This is an optimization exercise on Yosys and OpenROAD, whose aim is small area, not a production implementation. Function was checked by simulation only, so behaviour that the tests miss may differ from the original. Power figures rest on the tool's default switching activity, not on a simulated workload.

==> run.sh <==
#!/bin/bash
# synth_recipe.tcl (not shown) runs the flow's synth.tcl, then flattens the netlist and writes it again
# the make line also repeats each setting of config.mk as NAME=value (left out here)
make -C /OpenROAD-flow-scripts/flow DESIGN_CONFIG=/design/flow/config.mk WORK_HOME=/design/flow/orfs CLKGATE_MAP_FILE= SYNTH_SCRIPT=/design/flow/synth_recipe.tcl finish
==> config.mk <==
export PLATFORM = sky130hd
export DESIGN_NAME = project
export DESIGN_NICKNAME = project
export VERILOG_FILES = /design/flow/design.v
export SDC_FILE = /design/flow/constraint.sdc
export NUM_CORES = 4
export LEC_CHECK = 0
export CAP_MARGIN = 20
export CORE_MARGIN = 2
export CORE_UTILIZATION = 40
export SLEW_MARGIN = 20
==> constraint.sdc <==
create_clock -name core_clock -period 10.0 [get_ports {clk}]
set_input_delay 2.0000 -clock core_clock [delete_from_list [all_inputs] [get_ports {clk}]]
set_output_delay 2.0000 -clock core_clock [all_outputs]
set_load 0.01 [all_outputs]
==> design.v <==
module button_pulse(clk, reset, button_in, button_out);
	input clk, reset;
	input button_in;
	output button_out;
	reg D0, D1;
	always @(posedge clk or posedge reset) begin
		if (reset) begin D0 <= 0; D1 <= 0; end
		else begin D0 <= button_in; D1 <= D0; end
	end
	assign button_out = ~D0 & D1;
endmodule
module converter(bin, bcd1, bcd0);
	input [4:0] bin;
	output [3:0] bcd1, bcd0;
	reg [3:0] bcd1, bcd0;	
        always @(bin) begin
           if (bin < 10) begin bcd1 = 10; bcd0 = bin; end
           else if (bin < 20) begin bcd1 = 1; bcd0 = bin + 6; end
           else begin bcd1 = 2; bcd0 = bin + 12; end
        end
endmodule
module counterN(clk, reset, clr, enable, qout, tc);
    parameter N=24, M=5;
    input clk, reset;
    input clr;
    input enable;
    output [M-1:0] qout;
    output tc;
    reg [M-1:0] qout;
    assign tc = (qout==N-1) & enable;
    always @(posedge clk or posedge reset) begin
        if (reset) qout <= 0;
        else if (clr) qout <= 0;
        else if (enable) begin
            if (qout==N-1) qout <= 0;
            else qout <= qout + 1;
        end
    end
endmodule
module led(data, led);
	input [3:0] data;
   output [6:0] led;
	reg [6:0]led;
    always  @(data) begin
		case (data)
			0: led=7'b100_0000;
			1: led=7'b111_1001;
			2: led=7'b010_0100;
			3: led=7'b011_0000;
			4: led=7'b001_1001;
			5: led=7'b001_0010;
			6: led=7'b000_0010;
			7: led=7'b111_1000;
			8: led=7'b000_0000;
			9: led=7'b001_0000;
			default: led = 7'b111_1111;
		endcase
   	end
endmodule
module statemachine(set_clock, alarm_set_clock, inc_hour, inc_min, stop, stop_start, stop_reset, B0, B1, clk, reset);
	input	B0, B1, clk, reset;
	output	set_clock, alarm_set_clock, inc_hour, inc_min, stop, stop_start, stop_reset;
	reg		[3:0] state;
	reg		[3:0] next_state;
	parameter  S0 = 0, S10 = 1, S11 = 3, S12 = 2, S20 = 6, S21 = 4, S22 = 5, S30 = 7, S31 = 15, S32 = 14;
	always @* begin
		next_state = state;
		case (state)
			S0: if (B0) next_state = S10;			
				else if (B1) next_state = S30;
			S10: if (B0) next_state = S20;		
		  	     else if (B1) next_state = S11;
			S11: if (B1) next_state = S12;			
			S12: if (B1) next_state = S10;			
			S20: if (B0) next_state = S0;			
			     else if (B1) next_state = S21;
			S21: if (B1) next_state = S22;		
			S22: if (B1) next_state = S20;	
			S30: if (B0) next_state = S31;		
				 else if (B1) next_state = S0;
			S31: if (B0) next_state = S32;
			S32: if (B0) next_state = S30;
				 else if (B1) next_state = S0;
			default: next_state = S0;
		endcase
	end
	always @(posedge clk or posedge reset)begin
		if(reset) state <= S0;
		else state <= next_state;
	end
	assign set_clock = (state == S10 || state == S11 || state == S12);
	assign alarm_set_clock = (state == S20 || state == S21 || state == S22);
	assign inc_hour = (state == S11 || state == S21) && B0;
	assign inc_min = (state == S12 || state == S22) && B0;
	assign stop = (state == S30 || state == S31 || state == S32);
	assign stop_start = (state == S31);
	assign stop_reset = (state == S30) || (next_state == S30);
endmodule
module project(clk, reset, button1, button0, led5, led4, led3, led2, led1, led0, alarmon, what);
	input clk, reset, button1, button0;
	output [6:0] led5, led4, led3, led2, led1, led0, alarmon, what;
	reg [3:0] num0, num1, num2, num3, num4, num5;
	reg [6:0] alarmon, what;
	wire B1, B0, inc_hour, inc_min, stop, stop_start, stop_reset;
	wire set_clock, alarm_set_clock;
	wire [3:0] h1, h10;
	wire [4:0] hour_out;
	wire en_clock, en_sec, en_sec10, en_min, en_min10, en_hour;
	wire tc, tc_sec, tc_sec10, tc_min, tc_min10;
	wire [3:0] sec, min, hour1, hour10;
	wire [2:0] sec10, min10;
	wire [4:0] hour;
	button_pulse b0 (clk, ~reset, button0, B0);		
	button_pulse b1 (clk, ~reset, button1, B1);		
	statemachine st (set_clock, alarm_set_clock, inc_hour, inc_min, stop, stop_start, stop_reset, B0, B1, clk, ~reset);
	counterN #(1000,10) u0 (clk, ~reset, 1'b0, en_clock,  , tc);   
	counterN #(10,4) u1 (clk, ~reset, 1'b0, en_sec, sec, tc_sec);
    counterN #(6,3)  u2 (clk, ~reset, 1'b0, en_sec10, sec10, tc_sec10);
    counterN #(10,4) u3 (clk, ~reset, 1'b0, en_min, min, tc_min);
    counterN #(6,3)  u4 (clk, ~reset, 1'b0, en_min10, min10, tc_min10);
    counterN #(24,5) u5 (clk, ~reset, 1'b0, en_hour, hour, );
	assign en_clock = (set_clock) ? 1'b0 : 1;
	assign en_sec = (set_clock) ? 1'b0 : tc;             
	assign en_sec10 = tc_sec;
	assign en_min = (set_clock) ? inc_min : tc_sec10;       
	assign en_min10 = tc_min;
	assign en_hour = (set_clock) ? inc_hour : tc_min10;     
	wire  alarm_en_clock, alarm_en_sec, alarm_en_sec10, alarm_en_min, alarm_en_min10, alarm_en_hour;
	wire  alarm_tc, alarm_tc_sec, alarm_tc_sec10, alarm_tc_min, alarm_tc_min10;
	assign alarm_tc = 1'b0;
	assign alarm_tc_sec = 1'b0;
	assign alarm_tc_sec10 = 1'b0;
	wire  [3:0] alarm_sec, alarm_min;
	wire  [2:0] alarm_sec10, alarm_min10;
	wire  [4:0] alarm_hour;
    counterN #(10,4) u6 (clk, ~reset, 1'b0, alarm_en_min, alarm_min, alarm_tc_min);
    counterN #(6,3)  u7 (clk, ~reset, 1'b0, alarm_en_min10, alarm_min10, alarm_tc_min10);
    counterN #(24,5) u8 (clk, ~reset, 1'b0, alarm_en_hour, alarm_hour, );
	assign alarm_en_clock = (alarm_set_clock) ? 1'b0 : 1;
	assign alarm_en_sec = (alarm_set_clock) ? 1'b0 : alarm_tc;
	assign alarm_en_sec10 = alarm_tc_sec;
	assign alarm_en_min = (alarm_set_clock) ? inc_min : alarm_tc_sec10;
	assign alarm_en_min10 = alarm_tc_min;
	assign alarm_en_hour = (alarm_set_clock) ? inc_hour : alarm_tc_min10;
	wire stop_en_clock, stop_en_msec, stop_en_msec10, stop_en_sec, stop_en_sec10, stop_en_min, stop_en_min10;
	wire stop_tc, stop_tc_msec, stop_tc_msec10, stop_tc_sec, stop_tc_sec10, stop_tc_min, stop_tc_min10;
	wire [3:0] stop_msec, stop_msec10, stop_sec, stop_min;
	wire [2:0] stop_sec10, stop_min10;
	 counterN #(10,4) u10 (clk, 1'b0, stop_reset, stop_en_clock,  , stop_tc);
	 counterN #(10,4) u11 (clk, 1'b0, stop_reset, stop_en_msec, stop_msec, stop_tc_msec);
	 counterN #(10,4) u12 (clk, 1'b0, stop_reset, stop_en_msec10, stop_msec10, stop_tc_msec10);
	 counterN #(10,4) u13 (clk, 1'b0, stop_reset, stop_en_sec, stop_sec, stop_tc_sec);
    counterN #(6,3)  u14 (clk, 1'b0, stop_reset, stop_en_sec10, stop_sec10, stop_tc_sec10);
    counterN #(10,4) u15 (clk, 1'b0, stop_reset, stop_en_min, stop_min, stop_tc_min);
    counterN #(6,3)  u16 (clk, 1'b0, stop_reset, stop_en_min10, stop_min10, stop_tc_min10);
	assign stop_en_clock = (stop) ? 1 : 1'b0;
	assign stop_en_msec = (stop_start) ? stop_tc : 1'b0;
	assign stop_en_msec10 = stop_tc_msec;
	assign stop_en_sec = stop_tc_msec10;
	assign stop_en_sec10 = stop_tc_sec;
	assign stop_en_min = stop_tc_sec10;
	assign stop_en_min10 = stop_tc_min;
	assign hour_out = (alarm_set_clock) ? alarm_hour : hour;	
	converter h0 (hour_out, h10, h1);
	always @* begin
		if (alarm_set_clock) begin	
			num5 = h10;
			num4 = h1;
			num3 = {1'b0, alarm_min10};
			num2 = alarm_min;
			num1 = 1'b0;
			num0 = 1'b0;
			what =7'b000_1000;
		end
		else if (stop) begin
			num5 = stop_min10;
			num4 = stop_min;
			num3 = stop_sec10;
			num2 = stop_sec;
			num1 = stop_msec10;
			num0 = stop_msec;
			what =7'b111_1111;
		end
		else begin
			num5 = h10;
			num4 = h1;
			num3 = {1'b0, min10};
			num2 = min;
			num1 = {1'b0, sec10};
			num0 = sec;
			what =7'b111_1111;
		end
	end
	led u31 (num0, led0);
	led u32 (num1, led1);
	led u33 (num2, led2);
	led u34 (num3, led3);
	led u35 (num4, led4);
	led u36 (num5, led5);
	always@ * begin
		if(alarm_hour == hour && alarm_min10 == min10 && alarm_min == min)
		alarmon =7'b000_1000;
		else
		alarmon =7'b111_1111; 
	end                                 
endmodule
==> impl_metrics.env <==
export IMPL_synthFlopType="dfrtp_1"
export IMPL_fp_dieW_um=121
export IMPL_first_global_vias=4229
export IMPL_drc=0
export IMPL_arrival_ps=5360
export IMPL_fillers=1287
export IMPL_crit_chain="nand2b_4 > a21oi_4 > inv_2 > mux2i_1 > ha_1 > or3b_2 > o2111ai_1 > o31ai_1 > xor2_1 > mux2i_1 > ha_1 > inv_1 > nor4_1 > o221ai_1 > clkdlybuf4s50_1"
export IMPL_wl_um=12000
export IMPL_max_cap_violations=0
export IMPL_drv_slew=0
export IMPL_core_area_um2=13200
export IMPL_worstPathMaxFanout=28
export IMPL_seq_area_um2=1750
export IMPL_fin_crit_sh_pct=73.6
export IMPL_setup_viol=0
export IMPL_rsz0062_at_grt="false"
export IMPL_ys_top_cells_by_area="dfrtp_1, dfxtp_1, ha_1, nand2_1, a21oi_1"
export IMPL_worst_path_buf_inv=3
export IMPL_wl_met2_um=5860
export IMPL_cts_sinks=75
export IMPL_critical_path_top_delay_family="compound AO/OA/AOI/OAI gates"
export IMPL_overflow=0
export IMPL_grt_first_pass_wirelength_um=19700
export IMPL_cp_depth=15
export IMPL_num_vias=4675
export IMPL_synth_top_cell_area_share_pct=22.5
export IMPL_cts_setup_buffers=0
export IMPL_p_per_area_nw_per_um2=255
export IMPL_status="timing/DRC/antenna clean"
export IMPL_dr_pass1_iters=5
export IMPL_yosys_area_top_type="dfrtp_1"
export IMPL_tns_ps=0
export IMPL_final_nets=738
export IMPL_die_h_um=121
export IMPL_rr_startpoint="st.state[1]"
export IMPL_cp_start_kind="flip-flop"
export IMPL_port_buffers=57
export IMPL_dieArea_um2=14500
export IMPL_largest_register="u0.qout"
export IMPL_cts_hold_buffers=0
export IMPL_crit_path_start="st.state[2]"
export IMPL_grt_start_max_net_pins=50
export IMPL_yosysWarnings=9
export IMPL_htree_num_levels=3
export IMPL_grt_total_usage_pct=16.6
export IMPL_ir_worst_vdd_mv=0.107
export IMPL_synth_seq_area_share_pct=32.1
export IMPL_syn_cell_area_um2=5440
export IMPL_p_leak_uw=0.00273
export IMPL_cts_max_path_buffers=2
export IMPL_crit_slowest_cell="dfrtp_1"
export IMPL_netlist_cell_type_count=69
export IMPL_numCtsBuffers=9
export IMPL_critPathKind="reg -> out"
export IMPL_clk_latency_ps=330
export IMPL_syn2layout_area_growth_pct=15.7
export IMPL_tightest_slew_ps=1020
export IMPL_rows=42
export IMPL_synthCells=676
export IMPL_synthTopCellsByCount="nand2_1, nor2_1, a21oi_1"
export IMPL_antenna_found_initial=0
export IMPL_finClkSkew_ps=7.36
export IMPL_holdPathStages=0
export IMPL_cp_end_kind="output pin"
export IMPL_syn_avg_cell_area_um2=8.04
export IMPL_finalHoldViolations=0
export IMPL_multiInputGateArea_um2=3370
export IMPL_synth_seq_cells=75
export IMPL_period_needed_ps=7360
export IMPL_hpwl_um=8770
export IMPL_largest_reg_flops=10
export IMPL_highest_layer="met4"
export IMPL_ios=60
export IMPL_reg_top3="u0.qout x10, u5.qout x5, u8.qout x5"
export IMPL_ant_nets=0
export IMPL_cts_repair_resized=0
export IMPL_min_path_type="reg -> reg"
export IMPL_wl_met3_um=417
export IMPL_reg2reg_depth=7
export IMPL_drt_initial_drc_count=194
export IMPL_gp_congestion=0.840
export IMPL_hp_start="b1.D0"
export IMPL_start_util_pct=41.1
export IMPL_cts_root_buffer="clkbuf_16"
export IMPL_whs_ps=394
export IMPL_cts_tree="done"
export IMPL_diodes=0
export IMPL_synth_edff_count=0
export IMPL_met1Wirelength_um=5610
export IMPL_wire_per_inst_um=13.5
export IMPL_clk_pin_slew_worst_paths_ps=50
export IMPL_drive_gt1_share_pct=6.06
export IMPL_crit_required_ps=8000
export IMPL_clock_fmax_mhz=136
export IMPL_yosysMostFrequentCell="nand2_1"
export IMPL_r2r_setup_slack_ps=6960
export IMPL_cp_slowest_stage_delay_ps=710
export IMPL_async_flop_share_pct=65.3
export IMPL_via_per_inst=5.28
export IMPL_relSlewSlack_pct=31.1
[logic make-up (layout without fill, tap and decap cells)]
family                   after synthesis  after routing  share of synthesized area [%]
adder cells (fa/ha/maj)               29             29                           6.67
XOR/XNOR                              42             42                           6.76
AND/OR/NAND/NOR                      276            276                           25.3
buffers and inverters                 72            105                           6.14
multiplexers                          28             28                           5.43
AO/OA/AOI/OAI                        153            153                           17.5
flip-flops                            75             75                           32.1
other                                  1              2                         0.0690
[metrics by stage]
| stage | power, µW | instances | setup WS [ps] | util, % | cell area (µm²) |
|---|---|---|---|---|---|
| finish | 1610 | 886 | 2640 | 47.5 | 6290 |
| detailed placement | 1320 | 870 | 3010 | 45.5 | 6020 |
| floorplan | 998 | 677 | 4630 | - | 5440 |
| global placement | 1300 | 870 | 3270 | 45.5 | 6020 |
| global route | 1730 | 886 | 2240 | 47.5 | 6290 |
| CTS | 1620 | 886 | 2620 | 47.5 | 6290 |
[final cells by class]
| cell class | count | share of cell area [%] |
|---|---|---|
| clock buffer | 11 | 3.70 |
| sequential | 75 | 27.8 |
| timing repair buffer | 60 | 9.34 |
| tap | 176 | 3.50 |
| clock inverter | 5 | 0.497 |
| multi-input combinational | 530 | 53.5 |
| inverter | 29 | 1.73 |
[worst paths after layout]
check | endpoint
max | led4[3]
max reg2reg | u5.qout[3]
min in group asynchronous | u0.qout[8]
min | b1.D1
max in group asynchronous | u3.qout[0]
min reg2reg | b1.D1
[layer usage]
| layer | up-vias | global-route usage, % |
|---|---|---|
| li1 | 2389 | - |
| met1 | 2188 | 20.9 |
| met2 | 92 | 28.8 |
| met3 | 6 | 2.64 |
| met4 | 0 | 5.38 |
| met5 | - | 0 |
[report_power, final]
part	total (µW)	switching, µW	internal, µW
combinational	868	446	422
sequential	447	98.0	349
clock	291	124	167
total	1610	668	938
[cells in the final DEF (no fill, tap or decap), types with 8 or more instances in the layout]
cell	netlist	routed
xnor2_1	18	18
nor2b_1	19	19
nand2_1	82	82
xor2_1	24	24
dfrtp_1	49	49
mux2i_1	19	19
inv_1	28	28
nor4_1	8	8
nor2_1	70	70
nand2b_1	17	17
nand3_1	16	16
clkdlybuf4s50_1	0	56
dfxtp_1	26	26
clkbuf_16	0	9
ha_1	29	29
nor3_1	14	13
o21ai_0	43	43
a21oi_1	58	58

[what the ideal ports hide]
Ports are ideal in the flow. The routed layout listed here was re-timed in OpenROAD.
Step 1 sets driving cells, clkbuf_16 on the clock port and buf_2 on the other inputs (assumed; they add their load-dependent delay and slew).
Step 2, shift: input delay + t, output delay - t, t = (earliest + latest rising clock arrival at the registers) / 2. This alone moves slack from input paths to output paths.
Slacks: ideal / step 1 / step 2; pairs: ideal / step 1.
t (ns): 0.366
setup WS [ns]: 2.637 / 2.600 / 2.967
cell pins on the clock port's net: 1
After both steps setup and hold are still met in this run. For this run, drivers alone change the setup slack by -0.037 ns; drivers and shift together by +0.330 ns.
